From an optimization exercise on the open Yosys and OpenROAD flow, aimed at small area, a short achievable clock period and few clock cycles; shortcuts taken in it are not production practice. RTL that was checked went through simulation tests only; none was proved equivalent to the original. Power is estimated from default activity; no workload was simulated.

Design draw_lines, start of the top module:
module draw_lines(
      input          i_clk,
      input          i_reset,
      input   [10:0] i_x0,
      input   [10:0] i_x1,
      input   [10:0] i_y0,
      input   [10:0] i_y1,
      input          i_start,
      input          i_load_fifo,
      output         o_waiting,
      output         o_fifo_full,
      output         o_wr,
      output  [18:0] o_addr
    );
   localparam NR = 12;           
   localparam RW = 38;           
   reg        idle;              
   reg        wr;                
   reg  [3:0] count;             
   reg        full;              
   reg  [NR-1:0] r_v;            
   reg           x_v, y_v, e_v;
   reg        e_last;            
   wire finish = wr & e_last;    
   wire [NR+2:0] vall = {e_v, y_v, x_v, r_v};      
   wire [NR+2:0] take;
   genvar gi;
   generate
      for (gi = 1; gi <= NR+2; gi = gi + 1) begin : g_take
         assign take[gi] = vall[gi-1] & (~&vall[NR+2:gi] | finish);
      end
   endgenerate
   assign take[0] = i_load_fifo;
   wire       done       = finish & (count == 4'd1);
   wire       idle_nx    = idle ? ~i_start : done;
   wire       e_v_nx     = (e_v & ~finish) | take[NR+2];
  ...
Size: ~1900 cells after synthesis, roughly 640 flip-flops, ~0.028 mm2 of cells after synthesis.
clock: 5.0 ns
lec_check: 0
cap_margin: 20
core_margin: 2
core_utilization: 40
slew_margin: 20
run.sh (not shown) runs the stock make flow with config.mk's settings and CLKGATE_MAP_FILE= SYNTH_SCRIPT=/design/flow/synth_recipe.tcl, a recipe that flattens the netlist after the stock synthesis.
==> next run, changes <==
SETUP_SLACK_MARGIN = 2.9   (was default)
Effect: The new run produced a clean layout. Routed wire length rises by a quarter to a third. Setup slack improves by 470 ps. Final area rises by roughly a tenth. Register-to-register slack improves by 470 ps. Fmax rises by about a fifth. Worst hold slack degrades by 3.3 ps. Via count rises by roughly a tenth.
No functional check of the RTL was part of any run of this note.

draw_lines, a different RTL version from the one above (not shown whole).
For scale: ~70 I/O pins.
export LEC_CHECK = 0
export ABC_AREA = 1
export CAP_MARGIN = 20
export CORE_MARGIN = 2
export CORE_UTILIZATION = 40
export CTS_CLUSTER_DIAMETER = 100
export CTS_CLUSTER_SIZE = 25
export SETUP_SLACK_MARGIN = 3.0
export SLEW_MARGIN = 20
create_clock -name core_clock -period 5.0 [get_ports {i_clk}]
Change:
--- a/flow/config.mk
+++ b/flow/config.mk
@@ -14 +14 @@
-export SETUP_SLACK_MARGIN = 3.0
+export SETUP_SLACK_MARGIN = 2.9
The new run passed the timing, DRC and antenna checks.
Combinational power fell by about 6%.
Area after synthesis is unchanged.
Clock skew falls by 0.014 ns.
Final area fell by about 3.2%.
Fmax shrinks by 2.6%.
No functional check of the RTL was part of any run of this note.

draw_lines, a different RTL version from the one above (not shown whole).
Size: about 1,900 cells after synthesis, about 70 I/O pins.
export LEC_CHECK = 0
export ABC_AREA = 1
export CAP_MARGIN = 20
export CORE_MARGIN = 2
export CORE_UTILIZATION = 40
export CTS_CLUSTER_DIAMETER = 100
export CTS_CLUSTER_SIZE = 20
export SETUP_SLACK_MARGIN = 2.8
export SLEW_MARGIN = 20
create_clock -name core_clock -period 5.0 [get_ports {i_clk}]
Testbench counts at the start, summed over its fixed seeds: cycles 117,974.
Edit:
- CTS_BUF_LIST: unset -> sky130_fd_sc_hd__clkbuf_8 sky130_fd_sc_hd__clkbuf_16
- SETUP_SLACK_MARGIN: 2.8 -> 3.0
Result: The new run passed the timing, DRC and antenna checks. Wire length goes up by 3.2%. Fmax goes up by 4.1%. Cell area goes up by 4.7%. Clock skew goes up by 5.6 ps. Worst setup slack is better by 83 ps. Global-route usage goes up by 0.17 points. Power goes down by 0.49%. Clock power goes down by about 2%. Hold slack is about the same. Via count goes up by 2.7%. Area after synthesis stays the same.
Edit:
- CTS_BUF_LIST: sky130_fd_sc_hd__clkbuf_8 sky130_fd_sc_hd__clkbuf_16 -> unset
- SETUP_SLACK_MARGIN: 3.0 -> 2.9
The new run finished with timing, DRC and antenna clean.
Routed wire length drops by 2.2%.
Total power climbs by 0.81%.
Worst setup slack got worse by 20 ps.
Utilization goes down by 1.6 points.
Edit:
- SETUP_SLACK_MARGIN: 2.9 -> 3.0
Effect: Core utilization is higher by 1.6 points. Clock power decreases by about 2%. Power shrinks by 0.49%. Sequential power is about the same. Design area increases by 3.4%.
Edit:
- SETUP_SLACK_MARGIN: 3.0 -> 2.7
Result: Area after synthesis does not change; clock power is about the same; via count decreases by 3.7%; fmax decreases by 8.1%; combinational power decreases by about 9%; utilization decreases by 2.6 points; setup slack got worse by 180 ps.

Another version of the RTL of draw_lines (not shown whole).
Size: roughly 660 flip-flops, about 70 I/O pins.
==> flow/config.mk <==
export PLATFORM = sky130hd
export DESIGN_NAME = draw_lines
export DESIGN_NICKNAME = draw_lines
export VERILOG_FILES = /design/flow/design.v
export SDC_FILE = /design/flow/constraint.sdc
export NUM_CORES = 4
export LEC_CHECK = 0
export ABC_AREA = 1
export CAP_MARGIN = 20
export CORE_MARGIN = 2
export CORE_UTILIZATION = 40
export CTS_CLUSTER_DIAMETER = 100
export CTS_CLUSTER_SIZE = 20
export SETUP_SLACK_MARGIN = 2.9
export SLEW_MARGIN = 20
==> flow/constraint.sdc <==
create_clock -name core_clock -period 5.0 [get_ports {i_clk}]
set_input_delay 1.0000 -clock core_clock [delete_from_list [all_inputs] [get_ports {i_clk}]]
set_output_delay 1.0000 -clock core_clock [all_outputs]
set_load 0.01 [all_outputs]
Testbench counts at the start, summed over its fixed seeds: cycles 117,974.
Edit:
CTS_CLUSTER_SIZE = 30   (was 20)
SETUP_SLACK_MARGIN = 3.0   (was 2.9)
After rerunning:
- global-route usage is about the same
- die area does not change
- count of clock-buffer cells in the layout fell by 7
- worst setup slack is better by 0.041 ns
- critical path depth decreases by 2
Edit:
CORE_UTILIZATION = 55   (was 40)
CTS_BUF_LIST = sky130_fd_sc_hd__clkbuf_8 sky130_fd_sc_hd__clkbuf_16   (was not set)
CTS_CLUSTER_SIZE = 20   (was 30)
Result: The new run ran to the end with no violations; via count climbs by 1.2%; power climbs by 6.0%; setup slack degrades by 0.076 ns; cell count drops by 7.9%; clock-buffer cell count drops by 2; sequential cell count stays the same; synthesized area does not change; hold slack improves by 0.0079 ns; die area drops by 27%; combinational power climbs by about 6%; design area climbs by 0.85%.
Edit:
CORE_UTILIZATION = 40   (was 55)
PLACE_DENSITY = 0.7   (was not set)
- core utilization fell by 19 points
- area after synthesis stays the same
- setup slack loses 0.071 ns

-- afterwards: timing with drivers on the ports --
No port has a modelled driver above. Below, the same layouts with a new extraction and two added sets of constraints.
Step 1 sets driving cells, clkbuf_16 on the clock port and buf_2 on the other inputs (assumed; they add their load-dependent delay and slew).
Step 2 adds t to the input delays and takes it off the output delays; t is the mean of the earliest and latest rising clock arrival at the registers after step 1. Input paths then give back, and output paths get back, about the clock's delay inside the block.
Three values: no drivers, after step 1, after step 2; two values: the first two.
| run | shift t [ns] | setup WS [ns] | hold WS [ns] | worst data-port slew with drivers (ns) |
|---|---|---|---|---|
| the first run of note 1 | 0.640 | 1.309 / 1.309 / 1.309 | 0.402 / 0.402 / 0.402 | 0.03 |
| the second run of note 1 | 0.685 | 1.777 / 1.777 / 1.777 | 0.399 / 0.399 / 0.399 | 0.05 |
| the first run of note 2 | 0.678 | 2.818 / 2.818 / 2.444 | 0.403 / 0.403 / 0.403 | 0.04 |
| the second run of note 2 | 0.669 | 2.760 / 2.758 / 2.477 | 0.410 / 0.410 / 0.410 | 0.04 |
| the first run of note 3 | 0.634 | 2.863 / 2.806 / 2.463 | 0.414 / 0.414 / 0.414 | 0.03 |
| the second run of note 3 | 0.630 | 2.947 / 2.898 / 2.430 | 0.413 / 0.413 / 0.413 | 0.04 |
| the third run of note 3 | 0.648 | 2.927 / 2.884 / 2.440 | 0.407 / 0.407 / 0.407 | 0.03 |
| the fourth run of note 3 | 0.630 | 2.953 / 2.898 / 2.431 | 0.413 / 0.413 / 0.413 | 0.04 |
| the fifth run of note 3 | 0.635 | 2.772 / 2.714 / 2.269 | 0.412 / 0.412 / 0.412 | 0.03 |
| the first run of note 4 | 0.639 | 2.758 / 2.758 / 2.497 | 0.404 / 0.404 / 0.404 | 0.04 |
| the second run of note 4 | 0.662 | 2.800 / 2.800 / 2.470 | 0.398 / 0.398 / 0.398 | 0.04 |
| the third run of note 4 | 0.624 | 2.724 / 2.724 / 2.420 | 0.406 / 0.406 / 0.406 | 0.04 |
| the fourth run of note 4 | 0.615 | 2.652 / 2.652 / 2.473 | 0.403 / 0.403 / 0.403 | 0.04 |
After both steps every run listed still meets setup and hold. The setup slack of the fourth run of note 3, which loses most, moves by -0.055 ns with the drivers and by -0.522 ns with both steps.
